From an optimization exercise on the open Yosys and OpenROAD flow, aimed at small area, a short achievable clock period and few clock cycles per item; shortcuts taken in it are not production practice.
Only simulation tests tie the RTL to the original design; equivalence was not proved.

==> job 4008: inputs <==
// fp_top
module fp_top
#(
    parameter fp_pkg::fp_format_e  FP_FORMAT   = fp_pkg::FP32,
    parameter fp_pkg::int_format_e INT_FORMAT  = fp_pkg::INT32,
    parameter logic        RISCV_MODE  = 1'b0
)
(
    input clk_i,
    input rst_i,
    input start_i,
    output logic ready_o,
    input [63:0] a_i,
    input [63:0] b_i,
    input [63:0] c_i,
    input fp_pkg::roundmode_e rnd_i,
    input fp_pkg::float_op_e op_i,
    input [1:0] op_modify_i,
    output logic [63:0] result_o,
    output logic valid_o,
    output fp_pkg::status_t flags_o
);
localparam int unsigned FP_WIDTH   = fp_pkg::fp_width(FP_FORMAT);
localparam int unsigned EXP_WIDTH  = fp_pkg::exp_bits(FP_FORMAT);
localparam int unsigned MANT_WIDTH = fp_pkg::man_bits(FP_FORMAT);
localparam int unsigned INT_WIDTH  = fp_pkg::int_width(INT_FORMAT);
function logic sign(input logic [FP_WIDTH-1:0] val);
    sign = val[FP_WIDTH-1];
endfunction
function logic [EXP_WIDTH-1:0] exp(input logic [FP_WIDTH-1:0] val);
    exp = val[FP_WIDTH-2-:EXP_WIDTH];
endfunction
function logic [MANT_WIDTH-1:0] mant(input logic [FP_WIDTH-1:0] val);
    mant = val[FP_WIDTH-2-EXP_WIDTH:0];
endfunction
function logic is_minus(input logic [FP_WIDTH-1:0] val);
    is_minus = sign(val);
endfunction
function logic is_normal(input logic [FP_WIDTH-1:0] val);
    is_normal = (exp(val) >= 1) && (exp(val) <= (2**EXP_WIDTH-2));
endfunction
function logic is_subnormal(input logic [FP_WIDTH-1:0] val);
    is_subnormal = (exp(val) == 0) && (mant(val) != 0);
endfunction
function logic is_zero(input logic [FP_WIDTH-1:0] val);
    is_zero = val[FP_WIDTH-2:0] == 0;
endfunction
function logic is_inf(input logic [FP_WIDTH-1:0] val);
    is_inf = exp(val) == (2**EXP_WIDTH-1) && mant(val) == 0;
endfunction
function logic is_nan(input logic [FP_WIDTH-1:0] val);
    is_nan = exp(val) == (2**EXP_WIDTH-1) && mant(val) != 0;
endfunction
  ...
Settings: LEC_CHECK=0, ABC_AREA=1, CAP_MARGIN=20, CORE_MARGIN=2, CORE_UTILIZATION=40, SETUP_SLACK_MARGIN=5, SLEW_MARGIN=20; clock period 20.0 ns.
standard.sh (not shown) runs the stock make flow with config.mk's settings and CLKGATE_MAP_FILE= SYNTH_SCRIPT=/design/flow/synth_recipe.tcl, a recipe that flattens the netlist after the stock synthesis.
==> flow/flow/run.sh <==
#!/bin/bash
set -euo pipefail
bash standard.sh SETUP_SLACK_MARGIN=7 finish > flow_make.log 2>&1
==> inputs of job 6445, as changes to job 4008 <==
--- a/flow/design.v
+++ b/flow/design.v
@@ -1208,15 +1208,14 @@
 #(
     parameter fp_pkg::fp_format_e FP_FORMAT = fp_pkg::FP32
 )
 (
     input  [31:0] a_i,
     input  [31:0] b_i,
     output logic [47:0] prod_o,      
-    output logic [5:0]  lsum_o,      
     output logic [9:0]  expa_o,      
     output logic [9:0]  expb_o       
 );
 localparam int unsigned FP_WIDTH   = fp_pkg::fp_width(FP_FORMAT);
 localparam int unsigned EXP_WIDTH  = fp_pkg::exp_bits(FP_FORMAT);
 localparam int unsigned MANT_WIDTH = fp_pkg::man_bits(FP_FORMAT);
 localparam int unsigned BIAS       = (2**(EXP_WIDTH-1)-1);
@@ -1316,21 +1315,24 @@
 assign mb = {b_info.is_normal, b_decoded.mant};
 logic [4:0] la;
 logic [4:0] lb;
 logic za;
 logic zb;
 lzc #(.WIDTH(MANT_WIDTH+1)) lzc_a (.a_i(ma), .cnt_o(la), .zero_o(za));
 lzc #(.WIDTH(MANT_WIDTH+1)) lzc_b (.a_i(mb), .cnt_o(lb), .zero_o(zb));
+logic [MANT_WIDTH:0] ma_n;
+logic [MANT_WIDTH:0] mb_n;
+assign ma_n = ma << la;
+assign mb_n = mb << lb;
 mul24 mul24_inst
 (
-    .x_i(ma),
-    .y_i(mb),
+    .x_i(ma_n),
+    .y_i(mb_n),
     .p_o(prod_o)
 );
-assign lsum_o = la + lb;
 logic [EXP_WIDTH + 1:0] urpr_exp;
 logic [EXP_WIDTH + 1:0] uexp_n;
 assign urpr_exp = (a_decoded.exp + b_decoded.exp) - ((a_info.is_subnormal | b_info.is_subnormal) ? BIAS-1 : BIAS );
 assign uexp_n = urpr_exp - (la + lb);
 assign expa_o = (za | zb) ? urpr_exp : uexp_n;
 assign expb_o = (za | zb) ? urpr_exp : uexp_n + 1'b1;
 endmodule
@@ -1338,15 +1340,14 @@
 #(
     parameter fp_pkg::fp_format_e FP_FORMAT = fp_pkg::FP32
 )
 (
     input  [31:0] a_i,
     input  [31:0] b_i,
     input  [47:0] prod_i,
-    input  [5:0]  lsum_i,
     input  [9:0]  expa_i,
     input  [9:0]  expb_i,
     output logic [38:0] urnd_result_o
 );
 localparam int unsigned FP_WIDTH   = fp_pkg::fp_width(FP_FORMAT);
 localparam int unsigned EXP_WIDTH  = fp_pkg::exp_bits(FP_FORMAT);
 localparam int unsigned MANT_WIDTH = fp_pkg::man_bits(FP_FORMAT);
@@ -1450,15 +1451,15 @@
 fp_encoding_t b_decoded;
 assign a_decoded = a_i;
 assign b_decoded = b_i;
 fp_pkg::fp_info_t a_info;
 fp_pkg::fp_info_t b_info;
 assign a_info = fp_info(a_i);
 assign b_info = fp_info(b_i);
-assign prod_n = prod_i << lsum_i;
+assign prod_n = prod_i;
 always_comb
 begin
     round_en_o = 1'b0;
 	result_o = 0;
     if(a_info.is_nan)
     begin
         result_o.sign = a_decoded.sign;
@@ -3465,15 +3466,14 @@
 endmodule
 module fp_fma_s2
 #(
     parameter fp_pkg::fp_format_e FP_FORMAT = fp_pkg::FP32
 )
 (
     input  [47:0] prod_i,
-    input  [5:0]  lsum_i,
     input  [9:0]  expa_i,
     input  [9:0]  expb_i,
     input  [31:0] a_i,           
     input  [31:0] b_i,
     input  [31:0] c_i,
     input         sub_i,
     input  fp_pkg::roundmode_e rnd_i,
@@ -3641,15 +3641,15 @@
     else if(a_info.is_zero)
         if(b_info.is_inf)
             mul_result = R_IND;
         else
             mul_result = {mul_sign, {FP_WIDTH-1{1'b0}}};
 end
 assign mul_urpr_s = a_decoded.sign ^ b_decoded.sign;
-assign prod_n = prod_i << lsum_i;
+assign prod_n = prod_i;
 assign mul_sign = mul_urpr_s;
 assign {mul_exp_cout, mul_exp} = prod_n[2*MANT_WIDTH + 1] ? expb_i : expa_i;
 assign mul_norm_mant = prod_n[2*MANT_WIDTH + 1] ? {prod_n[2*MANT_WIDTH : 0],1'b0} : {prod_n[2*MANT_WIDTH - 1 : 0],2'b0};
 logic [EXP_WIDTH-1:0] mul_uexp;
 logic [2*MANT_WIDTH + 1:0] mul_umant;
 logic mul_round_out;
 logic [EXP_WIDTH-1:0] mul_denorm_shift;
@@ -4625,15 +4625,15 @@
 assign urnd.invalid = invalid_i;
 assign urnd.exp_cout = exp_cout_o;
 assign urnd_result_o = urnd;
 endmodule
 module fp_sqrt
 #(
     parameter fp_pkg::fp_format_e FP_FORMAT = fp_pkg::FP32,
-    parameter int SQRT_S = 3
+    parameter int SQRT_S = 4
 )
 (
     clk_i,
     reset_i,
     a_i,
     start_i,
     rnd_i,
@@ -4783,15 +4783,15 @@
 logic [$clog2(FP_WIDTH)-1:0] shamt_val;
 logic [EXP_WIDTH+1:0] exp_adj;
 assign exp_adj = (a_decoded.exp | a_info.is_subnormal) - (shamt_a);
 assign shamt_val = shamt_a | a_decoded.exp[0] | a_info.is_subnormal;
 logic [25:0] sqrt_v;
 logic sqrt_sticky;
 assign sqrt_v = {2'b0, a_info.is_normal, a_decoded.mant} << shamt_val;
-int_sqrt #(.S(SQRT_S)) int_sqrt_inst
+int_sqrt #(.S(SQRT_S), .L0(5)) int_sqrt_inst
 (
   .clk_i(clk_i),
   .reset_i(reset_i),
   .start_i(start_i),
   .v_i(sqrt_v),
   .q_o(mant_sqrt),
   .sticky_o(sqrt_sticky),
@@ -5997,51 +5997,48 @@
     add_sticky_q    <= add_sticky;
 end
 logic mul_done;
 assign mul_done = mul_start;
 logic [FP_WIDTH-1:0] m_a_fp;
 assign m_a_fp = {a_fp[FP_WIDTH-1] ^ ((op_i == fp_pkg::FMADD) & op_modify_i[1]), a_fp[FP_WIDTH-2:0]};
 logic [47:0] m_prod;
-logic [5:0]  m_lsum;
 logic [9:0]  m_expa;
 logic [9:0]  m_expb;
 fp_mul_head #(.FP_FORMAT(FP_FORMAT)) fp_mul_head_inst
 (
     .a_i(m_a_fp),
     .b_i(b_fp),
     .prod_o(m_prod),
-    .lsum_o(m_lsum),
     .expa_o(m_expa),
     .expb_o(m_expb)
 );
 logic [47:0] m_prod_q;
-logic [5:0]  m_lsum_q;
 logic [9:0]  m_expa_q;
 logic [9:0]  m_expb_q;
 logic [31:0] m_a_q;
 logic [31:0] m_b_q;
 logic [31:0] m_c_q;
 logic        m_sub_q;
+logic        m_mod1_q;
 always_ff @(posedge clk_i) begin
+    m_mod1_q  <= op_modify_i[1];
     m_prod_q  <= m_prod;
-    m_lsum_q  <= m_lsum;
     m_expa_q  <= m_expa;
     m_expb_q  <= m_expb;
     m_a_q     <= m_a_fp;
     m_b_q     <= b_fp;
     m_c_q     <= c_fp;
     m_sub_q   <= op_modify_i[0];
 end
 uround_res_t mul_urnd_result;
 fp_mul_tail #(.FP_FORMAT(FP_FORMAT)) fp_mul_tail_inst
 (
     .a_i(m_a_q),
     .b_i(m_b_q),
     .prod_i(m_prod_q),
-    .lsum_i(m_lsum_q),
     .expa_i(m_expa_q),
     .expb_i(m_expb_q),
     .urnd_result_o(mul_urnd_result)
 );
 logic        f_fsel;
 logic [31:0] f_fspec;
 logic        f_invalid;
@@ -6059,15 +6056,14 @@
 logic [53:0] f_aurpr_mant;
 logic [7:0]  f_aurpr_exp;
 logic [5:0]  f_ashamt;
 logic        f_asticky;
 fp_fma_s2 #(.FP_FORMAT(FP_FORMAT)) fp_fma_s2_inst
 (
     .prod_i(m_prod_q),
-    .lsum_i(m_lsum_q),
     .expa_i(m_expa_q),
     .expb_i(m_expb_q),
     .a_i(m_a_q),
     .b_i(m_b_q),
     .c_i(m_c_q),
     .sub_i(m_sub_q),
     .rnd_i(fma_rnd_q),
@@ -6468,15 +6464,14 @@
 end
 logic        f_fsel_q;
 logic [31:0] f_fspec_q;
 logic        f_invalid_q;
 fp_fma_s2 #(.FP_FORMAT(FP_FORMAT)) fp_fma_spec_inst
 (
     .prod_i(m_prod_q),
-    .lsum_i(m_lsum_q),
     .expa_i(m_expa_q),
     .expb_i(m_expb_q),
     .a_i(m_a_q),
     .b_i(m_b_q),
     .c_i(m_c_q),
     .sub_i(m_sub_q),
     .rnd_i(fma_rnd_q),
@@ -6588,39 +6583,157 @@
 (
     .urnd_result_i(urnd_o),
     .rnd_i(rnd_q),
     .round_only(round_only_q),
     .mul_ovf(mul_ovf_q),
     .rnd_result_o(rnd_result)
 );
+logic [1:0] r_mod;
+assign r_mod = {m_mod1_q, m_sub_q};
+fp_encoding_t r_a_decoded;
+fp_encoding_t r_b_decoded;
+fp_pkg::fp_info_t r_a_info;
+fp_pkg::fp_info_t r_b_info;
+assign r_a_decoded = m_a_q;
+assign r_b_decoded = m_b_q;
+assign r_a_info = fp_info(m_a_q);
+assign r_b_info = fp_info(m_b_q);
+logic [INT_WIDTH-1:0] r_f2i_result;
+fp_pkg::status_t r_f2i_flags;
+fp_f2i #(.FP_FORMAT(FP_FORMAT), .INT_FORMAT(INT_FORMAT)) fp_f2i_r_inst
+(
+    .a_i(m_a_q),
+    .signed_i(r_mod == 2'b01),
+    .start_i(1'b1),
+    .rnd_i(rnd_q),
+    .result_o(r_f2i_result),
+    .flags_o(r_f2i_flags),
+    .done_o()
+);
+logic r_cmp_lt;
+logic r_cmp_le;
+logic r_cmp_eq;
+fp_pkg::status_t r_cmp_flags;
+fp_cmp #(.FP_FORMAT(FP_FORMAT)) fp_cmp_r_inst
+(
+    .a_i(m_a_q),
+    .b_i(m_b_q),
+    .start_i(1'b1),
+    .eq_en_i(r_mod == 2'b01),
+    .lt_o(r_cmp_lt),
+    .le_o(r_cmp_le),
+    .eq_o(r_cmp_eq),
+    .done_o(),
+    .flags_o(r_cmp_flags)
+);
+fp_pkg::classmask_e r_class_mask;
+fp_classify #(.FP_FORMAT(FP_FORMAT)) fp_classify_r_inst
+(
+    .a_i(m_a_q),
+    .start_i(1'b1),
+    .class_o(r_class_mask),
+    .done_o()
+);
+logic [FP_WIDTH-1:0] r_minmax_result;
+fp_pkg::status_t r_minmax_flags;
+always_comb begin
+    r_minmax_flags = '0;
+    r_minmax_flags.NV = r_a_info.is_signalling | r_b_info.is_signalling;
+    if (r_a_info.is_nan || r_b_info.is_nan) begin
+        if (RISCV_MODE && r_a_info.is_nan && !r_b_info.is_nan)
+            r_minmax_result = m_b_q;
+        else if (RISCV_MODE && r_b_info.is_nan && !r_a_info.is_nan)
+            r_minmax_result = m_a_q;
+        else
+            r_minmax_result = QNAN_FP;
+    end else if (r_a_info.is_zero && r_b_info.is_zero) begin
+        r_minmax_result = '0;
+        if (op_q == fp_pkg::FMIN) begin
+            r_minmax_result[FP_WIDTH-1] = r_a_decoded.sign | r_b_decoded.sign;
+        end else begin
+            r_minmax_result[FP_WIDTH-1] = r_a_decoded.sign & r_b_decoded.sign;
+        end
+    end else if (op_q == fp_pkg::FMIN) begin
+        r_minmax_result = r_cmp_lt ? m_a_q : m_b_q;
+    end else begin
+        r_minmax_result = r_cmp_lt ? m_b_q : m_a_q;
+    end
+end
+logic [FP_WIDTH-1:0] r_sgnj_result;
+always_comb begin
+    r_sgnj_result = m_a_q;
+    case (r_mod)
+        2'b00: r_sgnj_result[FP_WIDTH-1] = r_b_decoded.sign;
+        2'b01: r_sgnj_result[FP_WIDTH-1] = ~r_b_decoded.sign;
+        2'b10: r_sgnj_result[FP_WIDTH-1] = r_a_decoded.sign ^ r_b_decoded.sign;
+        default: r_sgnj_result[FP_WIDTH-1] = r_b_decoded.sign;
+    endcase
+end
+logic r_cmp_bit;
+always_comb begin
+    case (r_mod)
+        2'b00: r_cmp_bit = r_cmp_le;
+        2'b01: r_cmp_bit = r_cmp_eq;
+        default: r_cmp_bit = r_cmp_lt;
+    endcase
+end
+logic signed [63:0] r_f2i_signed_ext;
+assign r_f2i_signed_ext = $signed(r_f2i_result);
+logic [63:0] direct_result_r;
+fp_pkg::status_t direct_flags_r;
+always_comb begin
+    direct_result_r = '0;
+    direct_flags_r = '0;
+    case (op_q)
+        fp_pkg::F2I: begin
+            direct_result_r = r_mod[0] ? r_f2i_signed_ext : {{(64-INT_WIDTH){1'b0}}, r_f2i_result};
+            direct_flags_r = r_f2i_flags;
+        end
+        fp_pkg::FCMP: begin
+            direct_result_r = {63'b0, r_cmp_bit};
+            direct_flags_r = r_cmp_flags;
+        end
+        fp_pkg::FCLASS: begin
+            direct_result_r = {54'b0, r_class_mask};
+        end
+        fp_pkg::FMIN, fp_pkg::FMAX: begin
+            direct_result_r = {{(64-FP_WIDTH){1'b0}}, r_minmax_result};
+            direct_flags_r = r_minmax_flags;
+        end
+        fp_pkg::FSGNJ: begin
+            direct_result_r = {{(64-FP_WIDTH){1'b0}}, r_sgnj_result};
+        end
+        default: ;
+    endcase
+end
 logic fma_uf_fix;
 logic fma_uf_fix1;
 assign fma_uf_fix = (rnd_result.result.exp == '0) & (|urnd_o.rs);
 assign fma_uf_fix1 = (urnd_o.u_result.exp == '0) &
                      (rnd_result.result.exp == {{EXP_WIDTH-1{1'b0}}, 1'b1}) &
                      mul_uround_out_q;
 logic result_is_fp;
 fp_pkg::fp_info_t raw_fp_info;
 assign result_is_fp = need_rnd_q
                     | (op_q == fp_pkg::FMIN) | (op_q == fp_pkg::FMAX)
                     | (op_q == fp_pkg::FSGNJ)
                     | (op_q == fp_pkg::F2F);
 logic [FP_WIDTH-1:0] raw_fp_result;
 assign raw_fp_result = need_rnd_q ? rnd_result.result
-                                  : direct_result_q[FP_WIDTH-1:0];
+                                  : direct_result_r[FP_WIDTH-1:0];
 always_comb begin
     result_o = '0;
     flags_o = '0;
     valid_o = done_q;
     if (need_rnd_q) begin
         result_o = {{(64-FP_WIDTH){1'b0}}, rnd_result.result};
         flags_o = rnd_result.flags;
     end else begin
-        result_o = direct_result_q;
-        flags_o = direct_flags_q;
+        result_o = direct_result_r;
+        flags_o = direct_flags_r;
     end
     if (need_rnd_q && (op_q == fp_pkg::FMADD)) begin
         flags_o.NV = rnd_result.flags.NV;
         flags_o.DZ = rnd_result.flags.DZ;
         flags_o.OF = rnd_result.flags.OF | mul_ovf_q;
         flags_o.UF = mul_uf_q ? (fma_uf_fix | fma_uf_fix1) : rnd_result.flags.UF;
         flags_o.NX = mul_uf_q ? (|urnd_o.rs) : (rnd_result.flags.NX | mul_ovf_q);
==> flow/run.sh (new file) <==
#!/bin/bash
# synth_recipe.tcl (not shown) runs the flow's synth.tcl, then flattens the netlist and writes it again
# the make line also repeats each setting of config.mk as NAME=value (left out here)
make -C /OpenROAD-flow-scripts/flow DESIGN_CONFIG=/design/flow/config.mk WORK_HOME=/design/flow/orfs CLKGATE_MAP_FILE= SYNTH_SCRIPT=/design/flow/synth_recipe.tcl finish
ABC_AREA = default   (was 1)
removed: flow/flow/run.sh
removed: flow/standard.sh
==> summary.txt <==
	job 4008	job 6445
Xor/xnor share of the synthesized area	0.0635	0.0745
Slowest cell on crit path	sky130_fd_sc_hd__fa_1	sky130_fd_sc_hd__dfxtp_1
Met3 track utilization from global routing	0.0782	0.0796
FF-to-FF path depth	64	61
Count of inverters other than clock inverters in the layout	2,486	1,105
Reg-to-Reg Start	m_b_q[18]	m_a_q[13]
Die outline height	533 um	528 um
Tot GR Track Use	0.379	0.387
Complex-gate fraction of the synthesized area	0.230	0.282
Number of inserted filler cells in the final layout	30,179	28,128
Cell row count	194	192
Final antenna diode count	45	27
Highest clock frequency the design can meet	74.9 MHz	65.8 MHz
Status	complete, no violations	complete, no violations
Layout-stage area growth over the synthesis result	14.1%	14.0%
Post-cts resize count	697	363
Arrival time reported for the critical path endpoint	9.35 ns	11.19 ns
Number of antenna violations at the first check in global routing	42	50
Testbench counts of job 4008, summed over its fixed seeds: cycles 35,466, ops 24,000.
Testbench counts of job 6445, summed over its fixed seeds: cycles 34,992, ops 24,000.

static timing again, ports no longer ideal:
No port has a modelled driver above. Below, the same layouts with a new extraction and two added sets of constraints. Step 1, drivers: a clkbuf_16 drives clk_i and a buf_2 each remaining input, both assumed. Step 2 moves the port delays by t, midway between the first and last clock arrival at a register: inputs arrive t later, outputs are due t later. That takes back most of the time a late clock gives input paths. Three values: no drivers, after step 1, after step 2; two values: the first two.
| run | t (ns) | slack for setup (ns) | clock arrival spread, ns | worst data-port slew with drivers (ns) | cell pins on the clock port's net |
|---|---|---|---|---|---|
| job 4008 | 0.858 | 6.649 / 6.537 / 6.274 | 0.079 / 0.080 | 0.18 | 1 |
| job 6445 | 0.814 | 4.808 / 4.715 / 4.514 | 0.077 / 0.077 | 0.22 | 1 |
After both steps every run listed still meets setup and hold. For job 4008, which loses most, drivers alone change the setup slack by -0.112 ns; drivers and shift together by -0.375 ns.
